Background: an optimization exercise with open tools, aiming at small area. Do not read the settings as production practice. In this exercise RTL edits were held to simulation tests only and were not proved equivalent to the original. The flow treats the clock pin as an ideal source. Dropping or thinning the clock tree relies on that and would not hold on a real chip. No activity file was given, so power comes from the tool's default toggle rates.

the reference run:
// pipe_make
module pipe_make(
		input clk,
		input rst,
		input [2:0] colour,
		input [7:0] in_x,
		input [6:0] in_y,
		input [7:0] width,
		input [6:0] height,
		input go_draw,
		input [3:0] pipe_type,
		output finish_draw,
		output [7:0] out_x,
		output [6:0] out_y,
		output [2:0] out_colour
	);
Size in the first run: roughly 910 cells after synthesis, about 140 flip-flops, roughly 7000 sq um of cells after synthesis.
==> module pm_shape, before the edit <==
module pm_shape #(
		parameter KIND = 0            
	) (
		input clk,
		input rst,
		input go,
		output reg [1:0] cnt,         
		output reg fin,
		output v1,                    
		output v2,                    
		output [4:0] t5,              
		output reg [2:0] u5,
		output [1:0] m3o,
		output [2:0] y7o
	);
	reg [1:0] m3;
	reg [2:0] y7;
	assign m3o = (KIND == 2) ? m3 : 2'd0;
	assign y7o = (KIND == 2) ? y7 : 3'd0;
	localparam N = (KIND == 0) ? 13 : (KIND == 1) ? 15 : 11;
	reg [1:0]  ph;
	wire run = (ph != 2'd0);
	assign v1 = ph[1];
	assign v2 = (ph == 2'd3);
	reg [N-1:0] T;
	assign t5 = T[4:0];
	reg f0, f1, f2, set1, set2;
	always @(*) begin
		f0 = (T[8:0] == 9'd336) && (u5 == 3'd0);             
		set1 = (T[8:0] == 9'd337) && (u5 == 3'd0);           
		case (KIND)
			0: begin  
				f1 = (T == 13'd4826) && (u5 == 3'd2);        
				set2 = (T == 13'd4827) && (u5 == 3'd2);
				f2 = v2 && (T[10:0] == 11'd86);              
			end
			1: begin  
				f1 = (T == 15'd23794);                       
				set2 = (T == 15'd23795);
				f2 = v2 && (T[10:0] == 11'd622);             
			end
			default: begin  
				f1 = (T[10:0] == 11'd84) && (m3 == 2'd0) && (y7 == 3'd0);   
				set2 = (T[10:0] == 11'd85) && (m3 == 2'd1) && (y7 == 3'd0);
				f2 = v2 && (T[10:0] == 11'd196) && (m3 == 2'd2);           
			end
		endcase
	end
	wire start = go & !run;
	always @(posedge clk) begin
		if (start) begin
			T <= {N{1'b1}}; u5 <= 3'd7; m3 <= 2'd3; y7 <= 3'd4;
		end else begin
			T <= T + 1'b1;
			if (&T[3:0]) u5 <= (u5 == 3'd4) ? 3'd0 : u5 + 1'b1;
			m3 <= (m3 == 2'd2) ? 2'd0 : m3 + 1'b1;
			if (T[0] && m3 == 2'd2) y7 <= (y7 == 3'd6) ? 3'd0 : y7 + 1'b1;
		end
		case (ph)
			2'd0: if (go) ph <= 2'd1;
			2'd1: if (set1) ph <= 2'd2;
			2'd2: if (set2) ph <= 2'd3;
			default: ;
		endcase
		fin <= 1'b0;
		case (cnt)
			2'd0: if (go) cnt <= 2'd1;
			2'd1: if (f0) cnt <= 2'd2;
			2'd2: if (f1) cnt <= 2'd3;
			2'd3: if (f2) begin cnt <= 2'd0; fin <= 1'b1; end
		endcase
		if (rst) begin
			ph <= 2'd0; cnt <= 2'd0; fin <= 1'b0;
		end
	end
endmodule
==> module pipe_make, before the edit <==
module pipe_make(
		input clk,
		input rst,
		input [2:0] colour,
		input [7:0] in_x,
		input [6:0] in_y,
		input [7:0] width,
		input [6:0] height,
		input go_draw,
		input [3:0] pipe_type,
		output finish_draw,
		output [7:0] out_x,
		output [6:0] out_y,
		output [2:0] out_colour
	);
	wire [2:0] s = (pipe_type > 4'd5) ? 3'd0 : pipe_type[2:0];
	wire [1:0] cnt [0:5];
	wire [5:0] fin, v1, v2;
	wire [4:0] t5 [0:5];
	wire [2:0] u5 [0:5];
	wire [1:0] m3 [0:5];
	wire [2:0] y7 [0:5];
	genvar i;
	generate
		for (i = 0; i < 6; i = i + 1) begin : shape
			pm_shape #(.KIND(i == 0 ? 0 : i == 1 ? 1 : 2)) u(
				.clk(clk), .rst(rst), .go(go_draw && s == i),
				.cnt(cnt[i]), .fin(fin[i]), .v1(v1[i]), .v2(v2[i]),
				.t5(t5[i]), .u5(u5[i]), .m3o(m3[i]), .y7o(y7[i]));
		end
	endgenerate
	wire [1:0] c = cnt[s];
	wire [4:0] t = t5[s];
	wire [2:0] u = u5[s];
	wire [1:0] m = m3[s];
	wire [2:0] y = y7[s];
	wire ver = (s == 3'd0);
	wire hor = (s == 3'd1);
	wire right = (s == 3'd3) || (s == 3'd5);
	wire down = (s == 3'd4) || (s == 3'd5);
	reg [6:0] j;
	reg [2:0] m6;
	reg [2:0] dx;
	reg [3:0] dy;
	reg zero, green;
	always @(*) begin
		j = 7'd0; m6 = 3'd0;
		zero = 1'b0; green = 1'b0;
		m6 = (t[0] ? 3'd3 : 3'd0) + (m == 2'd1 ? 3'd4 : m == 2'd2 ? 3'd2 : 3'd0);
		if (m6 >= 3'd6) m6 = m6 - 3'd6;
		case (c)
			2'd0: begin  
				dx = 3'd4; dy = 4'd4; green = 1'b1;
			end
			2'd1: begin  
				dx = t[2:0]; dy = {u, t[3]}; zero = (u == 3'd7);
			end
			2'd2: begin  
				zero = !v1[s]; green = v1[s];
				if (ver) begin         
					j = {u, t[3:0]} + 7'd38;
					if (j >= 7'd80) j = j - 7'd80;
					if (j >= 7'd40) j = j - 7'd40;
					dx = 3'd2 + j[1:0]; dy = j[5:2];
				end else if (hor) begin  
					j = {2'b0, t} - 7'd18;
					dx = j[2:0]; dy = 4'd3 + j[4:3];
				end else begin           
					dx = (right ? 3'd2 : 3'd0) + m6;
					dy = (down ? 4'd3 : 4'd0) + y;
				end
			end
			default: begin  
				zero = !v2[s];
				if (ver || hor) begin    
					dx = {2'b0, t[0]}; dy = 4'd0;
				end else begin           
					dx = (right ? 3'd6 : 3'd0) + m6[0];
					dy = (down ? 4'd7 : 4'd0) + ((m6 >= 3'd2) ? (m6 - 3'd2) >> 1 : (m6 + 3'd4) >> 1);
				end
			end
		endcase
	end
	wire [7:0] sx = in_x + dx;
	wire [6:0] sy = in_y + dy;
	assign finish_draw = fin[s];
	assign out_x = zero ? 8'd0 : sx;
	assign out_y = zero ? 7'd0 : sy;
	assign out_colour = {1'b0, green, 1'b0};
endmodule
Settings: LEC_CHECK=0, CAP_MARGIN=20, CORE_MARGIN=2, CORE_UTILIZATION=40, SLEW_MARGIN=20; clock period 10.0 ns.
standard.sh (not shown) runs the stock make flow with config.mk's settings and CLKGATE_MAP_FILE= SYNTH_SCRIPT=/design/flow/synth_recipe.tcl, a recipe that flattens the netlist after the stock synthesis.
==> flow/flow/run.sh <==
#!/bin/bash
# Own layout flow: the standard ORFS flow (standard.sh) with these changes
# to how the layout is made:
#  - synthesis (flow/synth.tcl) is the standard synthesis script, but
#    adders are left to ABC instead of being mapped to the library's adder
#    cells first (ADDER_MAP_FILE empty), and ABC uses an area-oriented script;
#    registers, their names and cell types are those of the standard synthesis;
#  - the port buffers are the smallest buffer (buf_1) instead of a delay cell;
#  - the clock tree is built by flow/cts_manual.tcl: the clock port drives
#    a few clock buffers, each driving a group of nearby flip-flops.
# The make output goes to flow_make.log; each ORFS step logs to orfs/logs/.
set -euo pipefail
export OWN_WORK_DIR="$(pwd)"
export OWN_FLOW_DIR="$(pwd)/flow"
export OWN_CTS_LEAVES=5
export OWN_CTS_MAX_LEAVES=9
export OWN_CTS_TRIES=16
export OWN_CTS_SLEW=0.112
export OWN_CTS_CELL=sky130_fd_sc_hd__clkbuf_16
export OWN_CTS_ROOT=sky130_fd_sc_hd__clkbuf_8
bash standard.sh \
  SYNTH_SCRIPT="$OWN_FLOW_DIR/synth.tcl" \
  ADDER_MAP_FILE= \
  "BUFFER_PORTS_ARGS=-buffer_cell sky130_fd_sc_hd__buf_1" \
  PRE_CTS_TCL="$OWN_FLOW_DIR/cts_manual.tcl" \
  finish > flow_make.log 2>&1
Other scripts of this flow, unchanged in this note and not shown: flow/flow/abc_area.script, flow/flow/cts_manual.tcl, flow/flow/synth.tcl
The reference run | status: complete | timing, DRC, antenna: pass
Here is what was changed in the inputs of the trial run compared with the reference run.
--- a/flow/design.v
+++ b/flow/design.v
@@ -18,11 +18,11 @@
 	assign m3o = (KIND == 2) ? m3 : 2'd0;
 	assign y7o = (KIND == 2) ? y7 : 3'd0;
 	localparam N = (KIND == 0) ? 13 : (KIND == 1) ? 15 : 11;
 	reg [1:0]  ph;
-	wire run = (ph != 2'd0);
+	wire run = ph[0] | ph[1];
 	assign v1 = ph[1];
-	assign v2 = (ph == 2'd3);
+	assign v2 = ph[1] & !ph[0];
 	reg [N-1:0] T;
 	assign t5 = T[4:0];
 	reg f0, f1, f2, set1, set2;
 	always @(*) begin
@@ -56,11 +56,11 @@
 			m3 <= (m3 == 2'd2) ? 2'd0 : m3 + 1'b1;
 			if (T[0] && m3 == 2'd2) y7 <= (y7 == 3'd6) ? 3'd0 : y7 + 1'b1;
 		end
 		case (ph)
-			2'd0: if (go) ph <= 2'd1;
-			2'd1: if (set1) ph <= 2'd2;
-			2'd2: if (set2) ph <= 2'd3;
+			2'b00: if (go) ph <= 2'b01;
+			2'b01: if (set1) ph <= 2'b11;
+			2'b11: if (set2) ph <= 2'b10;
 			default: ;
 		endcase
 		fin <= 1'b0;
 		case (cnt)
@@ -105,9 +105,9 @@
 				.t5(t5[i]), .u5(u5[i]), .m3o(m3[i]), .y7o(y7[i]));
 		end
 	endgenerate
 	wire [1:0] c = cnt[s];
-	wire [4:0] t = t5[s];
+	wire [4:0] t = {t5[1][4] & (s == 3'd1), t5[s][3:0]};
 	wire [2:0] u = u5[s];
 	wire [1:0] m = m3[s];
 	wire [2:0] y = y7[s];
 	wire ver = (s == 3'd0);
@@ -156,10 +156,16 @@
 				end
 			end
 		endcase
 	end
-	wire [7:0] sx = in_x + dx;
-	wire [6:0] sy = in_y + dy;
+	reg [7:0] px;
+	reg [6:0] py;
+	always @(posedge clk) begin
+		px <= in_x;
+		py <= in_y;
+	end
+	wire [7:0] sx = ((c == 2'd0) ? in_x : px) + dx;
+	wire [6:0] sy = ((c == 2'd0) ? in_y : py) + dy;
 	assign finish_draw = fin[s];
 	assign out_x = zero ? 8'd0 : sx;
 	assign out_y = zero ? 7'd0 : sy;
 	assign out_colour = {1'b0, green, 1'b0};
Notes after the runs:
Relative to the reference run, the signed area change from the synthesized netlist to the final layout of the trial run is lower by 0.84 points.
Delay contributed by the slowest stage of the critical path (the trial run over the reference run): increase, 0.04 ns
In the flow results for the reference run and the trial run, the netlist area before placement is smaller on the reference run.
Taking the trial run over the reference run, the weighted congestion at the end of routability-driven global placement ratio works out to 0.891.
Between the reference run and the trial run, the flow reports via count increasing slightly.
The trial run against the reference run: power consumed by the clock network now larger; core utilization fell 0.62 points; post-layout total power up 5.6%; leakage dissipation went up 7.7%; final critical path time including I/O delays and setup saw an increase.
In the trial run relative to the reference run, post-layout instance count excluding filler cells had gone up by a few percent.
No run of this note takes its clock network from TritonCTS; it comes from the design's own scripts or RTL.

[port drivers added, routing unchanged]
No port has a modelled driver above. Below, the same layouts with a new extraction and two added sets of constraints.
Step 1 (the two cells are an assumption about what drives the block):
set clk [get_ports {clk}]
set_driving_cell -lib_cell sky130_fd_sc_hd__clkbuf_16 $clk
set_driving_cell -lib_cell sky130_fd_sc_hd__buf_2 [delete_from_list [all_inputs] $clk]
Step 2 times the ports against the registers' clock, not the clock port: input delays grow and output delays shrink by t, the midpoint of the rising clock arrivals with the driver on.
Three values: no drivers, after step 1, after step 2; two values: the first two.
run | shift t [ns] | setup slack, ns | worst setup path after step 2 | clock arrival spread, ns | pins driven straight from the clock port
the reference run | 0.451 | 0.586 / 0.533 / 0.533 | input to output | 0.015 / 0.015 | 1
the trial run | 0.472 | 0.540 / 0.519 / 0.519 | input to output | 0.010 / 0.010 | 1
After both steps every run listed still meets setup and hold. The setup slack of the reference run, which loses most, moves by -0.053 ns with the drivers and by -0.053 ns with both steps.
